Context: an optimization exercise on an open-source flow, tuned for small area and a short achievable clock period. The choices shown serve that exercise and are no tape-out recipe. Where RTL was checked, it was by simulation tests only, not by an equivalence proof against the original. Power is estimated from default activity; no workload was simulated.

== job 7040 ==
==> flow/design.v (excerpt) <==
module APB_Square
(
    input wire PWRITE,
    input wire PCLK,
    input wire PSEL,
    input wire [31:0] PADDR,
    input wire [31:0] PWDATA,
    output reg [31:0] PRDATA,
    input wire PENABLE,
    output reg PREADY,
    input PRESET
);
Size: about 1800 cells after synthesis, ~17000 µm² of cells after synthesis.
export LEC_CHECK = 0
export CAP_MARGIN = 20
export CORE_MARGIN = 2
export CORE_UTILIZATION = 40
export SETUP_SLACK_MARGIN = 5
export SLEW_MARGIN = 20
export SYNTH_HIERARCHICAL = 1
create_clock -name core_clock -period 8.5 [get_ports {PCLK}]
run.sh (not shown) runs the stock make flow with config.mk's settings and CLKGATE_MAP_FILE= SYNTH_SCRIPT=/design/flow/synth_recipe.tcl, a recipe that flattens the netlist after the stock synthesis.
--- input diff job 7040..job 1452 ---
Settings: changing CORE_UTILIZATION from 40 to 60; setting TNS_END_PERCENT to 5 for the first time; setting CTS_BUF_LIST to sky130_fd_sc_hd__clkbuf_4 for the first time.
==> flow/flow/run.sh (new file) <==
#!/bin/bash
# The standard layout (standard.sh: standard synthesis through finish), with the
# port buffers that buffer_ports inserts made the smallest buffer cell.
set -euo pipefail
export BUFFER_PORTS_ARGS="-buffer_cell sky130_fd_sc_hd__buf_1"
bash standard.sh > standard.log 2>&1
==> flow/standard.sh (new file) <==
#!/bin/bash
# synth_recipe.tcl (not shown) runs the flow's synth.tcl, then flattens the netlist and writes it again
# the make line also repeats each setting of config.mk as NAME=value (left out here)
make -C /OpenROAD-flow-scripts/flow DESIGN_CONFIG=/design/flow/config.mk WORK_HOME=/design/flow/orfs CLKGATE_MAP_FILE= SYNTH_SCRIPT=/design/flow/synth_recipe.tcl "${@:-finish}"
removed: flow/run.sh
Routed wire length improves in job 1452 relative to job 7040. Lower leakage component of the power among job 7040 and job 1452: job 1452. Via count, job 7040 and job 1452: higher on job 7040. Per the comparison of job 1452 with job 7040, pin slew with the least headroom to its limit picked up an extra 0.0078 ns, worst setup slack dropped 0.12 ns, amount of wire on met2 after detailed routing decreased about 10%. Total of plain and repair buffers excluding clock buffers, job 1452 vs job 7040: down by more than 10%.
Input-level comparison between job 9505 and job 1452:
Settings: SETUP_SLACK_MARGIN: 5 -> unset; TNS_END_PERCENT: 5 -> unset.
diff --git a/flow/flow/run.sh b/flow/flow/run.sh
--- a/flow/flow/run.sh
+++ b/flow/flow/run.sh
@@ -4,3 +4,4 @@
 set -euo pipefail
 export BUFFER_PORTS_ARGS="-buffer_cell sky130_fd_sc_hd__buf_1"
+export SETUP_SLACK_MARGIN=5.3
 bash standard.sh > standard.log 2>&1
Min HPWL after detailed placement across job 9505 and job 1452: job 9505. Compared with job 1452, job 9505 shows worst setup slack higher by 0.19 ns. From job 1452 to job 9505 the numbers moved as follows: initial DRC count moved up; clock power share moved down; total length of routed met2 wires moved up; filler-free cell count of the finished design moved up; fraction of area in registers moved down. A start point of the critical path of b[3]$_SDFFE_PP0P_ is what job 9505 shows, while a[15]$_SDFFE_PP0P_ belongs to job 1452. Relative to job 1452, first-pass GRT wire length increased by about 6% in job 9505. Total power, job 9505 and job 1452: lower on job 9505. In the tables for job 9505 and job 1452, period utilization reads lower with job 9505.
diff inputs: job 9505 => job 6964
Settings: CTS_BUF_LIST removed (was sky130_fd_sc_hd__clkbuf_4); SETUP_SLACK_MARGIN newly set to 5; CORE_UTILIZATION changed from 60 to 40.
diff --git a/flow/flow/run.sh b/flow/flow/run.sh
--- a/flow/flow/run.sh
+++ b/flow/flow/run.sh
@@ -4,4 +4,3 @@
 set -euo pipefail
 export BUFFER_PORTS_ARGS="-buffer_cell sky130_fd_sc_hd__buf_1"
-export SETUP_SLACK_MARGIN=5.3
 bash standard.sh > standard.log 2>&1
Findings:
Design area: job 6964 better than job 9505. What job 9505 reported for number of clock buffer instances in the layout has to be multiplied by 0.37 to get the figure for job 6964. The latest clock arrival within the worst-skew pair in job 6964 sits 0.18 ns below the value recorded for job 9505. Of job 6964 and job 9505, it is job 6964 that has the higher number of cells in the finished layout apart from fillers. Job 6964 reports a lower worst setup skew after layout than job 9505 does.


== v23 ==
Another version of the RTL of APB_Square (not shown whole).
For scale: roughly 100 I/O pins, about 17,000 um^2 of cells after synthesis.
==> flow/design.v (excerpt) <==
module APB_Square
(
    input wire PWRITE,
    input wire PCLK,
    input wire PSEL,
    input wire [31:0] PADDR,
    input wire [31:0] PWDATA,
    output reg [31:0] PRDATA,
    input wire PENABLE,
    output reg PREADY,
    input PRESET
);
Settings: LEC_CHECK=0, CAP_MARGIN=20, CORE_MARGIN=2, CORE_UTILIZATION=50, SETUP_SLACK_MARGIN=5, SLEW_MARGIN=20, SYNTH_HIERARCHICAL=1; clock period 8.5 ns.
standard.sh (not shown) runs the stock make flow with config.mk's settings and CLKGATE_MAP_FILE= SYNTH_SCRIPT=/design/flow/synth_recipe.tcl, a recipe that flattens the netlist after the stock synthesis.
==> flow/flow/run.sh <==
#!/bin/bash
# The standard layout (standard.sh: standard synthesis through finish), with the
# port buffers that buffer_ports inserts made the smallest buffer cell.
set -euo pipefail
export BUFFER_PORTS_ARGS="-buffer_cell sky130_fd_sc_hd__buf_1"
bash standard.sh > standard.log 2>&1
v23 completed every stage of the flow, and the final layout passed the timing, DRC and antenna checks.
> inputs changed (v23 -> v5)
Settings: putting CTS_CLUSTER_DIAMETER at 50 where nothing was set; putting CTS_BUF_LIST at sky130_fd_sc_hd__clkbuf_8 where nothing was set; putting CTS_CLUSTER_SIZE at 16 where nothing was set.
Results
[v5 vs v23] total length of routed wires: lower in v5
v5 vs v23 on total met3 wirelength after detailed routing: v5 is the lower one.
Per the comparison of v5 with v23, total net switching power lost 6.8%, area of all placed cells without fillers lost about 1.7%, area taken by flip-flops and latches neither gained nor lost much.
Diff v23 -> v5: power density normalized to cell area decreased by 8.6 nW/um^2 relative to the old numbers; share of power burned in the clock network decreased by 6.8 points relative to the old numbers; post-cts resize count increased by 22 relative to the old numbers.
v5 ends up with a aggregate global-route resource usage that is 0.39 points higher than in v23.
Taking v23 as the reference point, the portion of total power attributed to combinational logic of v5 rises by 0.4 points.
Diff v5..v23 | reg-to-reg setup timing slack | negligible
Function was not checked in any run of this note: the RTL went through the layout flow alone.


Another version of the RTL of APB_Square (not shown whole).
Size: roughly 1700 cells after synthesis, roughly 180 flip-flops, ~100 I/O pins.
// APB_Square
module APB_Square
(
    input wire PWRITE,
    input wire PCLK,
    input wire PSEL,
    input wire [31:0] PADDR,
    input wire [31:0] PWDATA,
    output reg [31:0] PRDATA,
    input wire PENABLE,
    output reg PREADY,
    input PRESET
);
export LEC_CHECK = 0
export CAP_MARGIN = 20
export CORE_MARGIN = 2
export CORE_UTILIZATION = 50
export SLEW_MARGIN = 20
export SYNTH_HIERARCHICAL = 1
create_clock -name core_clock -period 8.5 [get_ports {PCLK}]
==> flow/flow/run.sh <==
#!/bin/bash
# The standard layout (standard.sh), in two calls: synthesis, floorplan and placement
# with no setup margin, then clock tree, routing and finish with the repair aiming 4.5 ns
# below the clock period. buffer_ports uses the smallest buffer cell.
set -euo pipefail
export BUFFER_PORTS_ARGS="-buffer_cell sky130_fd_sc_hd__buf_1"
bash standard.sh synth floorplan place > standard_1.log 2>&1
export SETUP_SLACK_MARGIN=4.5
bash standard.sh > standard_2.log 2>&1
The starting point went through all stages and came out clean.
Edit:
==> flow/flow/run.sh (replaced) <==
#!/bin/bash
# The standard layout (standard.sh), in two calls: synthesis, floorplan and placement
# with no setup margin, then clock tree, routing and finish with the repair aiming 4.75 ns
# below the clock period. buffer_ports uses the smallest buffer cell.
set -euo pipefail
export BUFFER_PORTS_ARGS="-buffer_cell sky130_fd_sc_hd__buf_1"
bash standard.sh synth floorplan place > standard_1.log 2>&1
export SETUP_SLACK_MARGIN=4.75
bash standard.sh > standard_2.log 2>&1
- The new run completed without violations
- final area rises by 1.3%
- clock power barely changes
- worst hold slack hardly moves
- die area stays the same
- sequential cell count stays the same
- area after synthesis stays the same
- routed wire length rises by 0.59%
- utilization rises by 0.72 points
Edit:
==> flow/flow/run.sh (replaced) <==
#!/bin/bash
# The standard layout (standard.sh), in two calls: synthesis, floorplan and placement
# with no setup margin, then clock tree, routing and finish with the repair aiming 4.25 ns
# below the clock period. buffer_ports uses the smallest buffer cell.
set -euo pipefail
export BUFFER_PORTS_ARGS="-buffer_cell sky130_fd_sc_hd__buf_1"
bash standard.sh synth floorplan place > standard_1.log 2>&1
export SETUP_SLACK_MARGIN=4.25
bash standard.sh > standard_2.log 2>&1
Result: Utilization is lower by 0.90 points. Worst setup slack is worse by 380 ps. Final area is lower by 1.6%. Cell count is lower by 0.56%.
No run of this note included a check of the RTL's function; only the layout flow was run.


Another version of the RTL of APB_Square (not shown whole).
Size in the first run: about 1700 cells after synthesis, roughly 100 I/O pins.
==> flow/design.v (excerpt) <==
module APB_Square
(
    input wire PWRITE,
    input wire PCLK,
    input wire PSEL,
    input wire [31:0] PADDR,
    input wire [31:0] PWDATA,
    output reg [31:0] PRDATA,
    input wire PENABLE,
    output reg PREADY,
    input PRESET
);
clock: 8.5 ns
lec_check: 0
cap_margin: 20
core_margin: 2
core_utilization: 60
slew_margin: 20
synth_hierarchical: 1
==> flow/flow/run.sh <==
#!/bin/bash
# The standard layout (standard.sh), in two calls: synthesis, floorplan and placement
# with no setup margin, then clock tree, routing and finish with the repair aiming 5 ns
# below the clock period. buffer_ports uses the smallest buffer cell.
set -euo pipefail
export BUFFER_PORTS_ARGS="-buffer_cell sky130_fd_sc_hd__buf_1"
bash standard.sh synth floorplan place > standard_1.log 2>&1
export SETUP_SLACK_MARGIN=5
bash standard.sh > standard_2.log 2>&1
The first run ran to the end with no violations.
Next try:
- CORE_UTILIZATION: 60 -> 50
Result: Clock-buffer cell count rose by 2; core utilization fell by 13 points; global-route usage fell by 7.1 points; total power fell slightly; final cell count rose by a few percent; cell area fell slightly; wire length fell slightly.
Next try:
- CORE_UTILIZATION: 50 -> 55
Effect: Wire length is about the same. Global-route usage goes up by 3.7 points. Combinational power rose by about 4%. Hold slack improves by 21 ps. Non-clock buffer count went up by 7. Synthesized cell count stays the same. Clock power went down by 5.5%.

## separate check: timing with driven ports
The results above use ideal ports. As a check the final layouts listed here were re-extracted and re-timed, cells and wires unchanged. Step 1 (the two cells are an assumption about what drives the block):
set clk [get_ports {PCLK}]
set_driving_cell -lib_cell sky130_fd_sc_hd__clkbuf_16 $clk
set_driving_cell -lib_cell sky130_fd_sc_hd__buf_2 [delete_from_list [all_inputs] $clk]
Step 2 times the ports against the registers' clock, not the clock port: input delays grow and output delays shrink by t, the midpoint of the rising clock arrivals with the driver on. a / b / c = no drivers / after step 1 / after step 2; a / b = the first two.
run	t (ns)	setup slack, ns	worst register clock-pin slew, ns
job 7040	0.619	4.980 / 4.980 / 4.401	0.06 / 0.06
job 1452	0.780	4.862 / 4.862 / 4.292	0.08 / 0.08
job 9505	0.784	5.055 / 5.055 / 4.630	0.08 / 0.08
job 6964	0.627	5.009 / 5.041 / 4.414	0.07 / 0.07
v23	0.520	4.979 / 4.979 / 4.628	0.09 / 0.09
v5	0.577	4.985 / 4.985 / 4.560	0.12 / 0.12
the first run of note 3	0.504	4.516 / 4.516 / 4.236	0.08 / 0.08
the second run of note 3	0.507	4.807 / 4.807 / 4.406	0.08 / 0.08
the third run of note 3	0.502	4.429 / 4.429 / 4.249	0.08 / 0.08
the first run of note 4	0.500	4.976 / 4.976 / 4.539	0.10 / 0.10
the second run of note 4	0.518	5.002 / 5.002 / 4.564	0.08 / 0.08
the third run of note 4	0.524	4.999 / 4.999 / 4.525	0.08 / 0.08
After both steps setup and hold are still met in every run listed. The setup slack of job 6964, which loses most, moves by +0.032 ns with the drivers and by -0.595 ns with both steps.
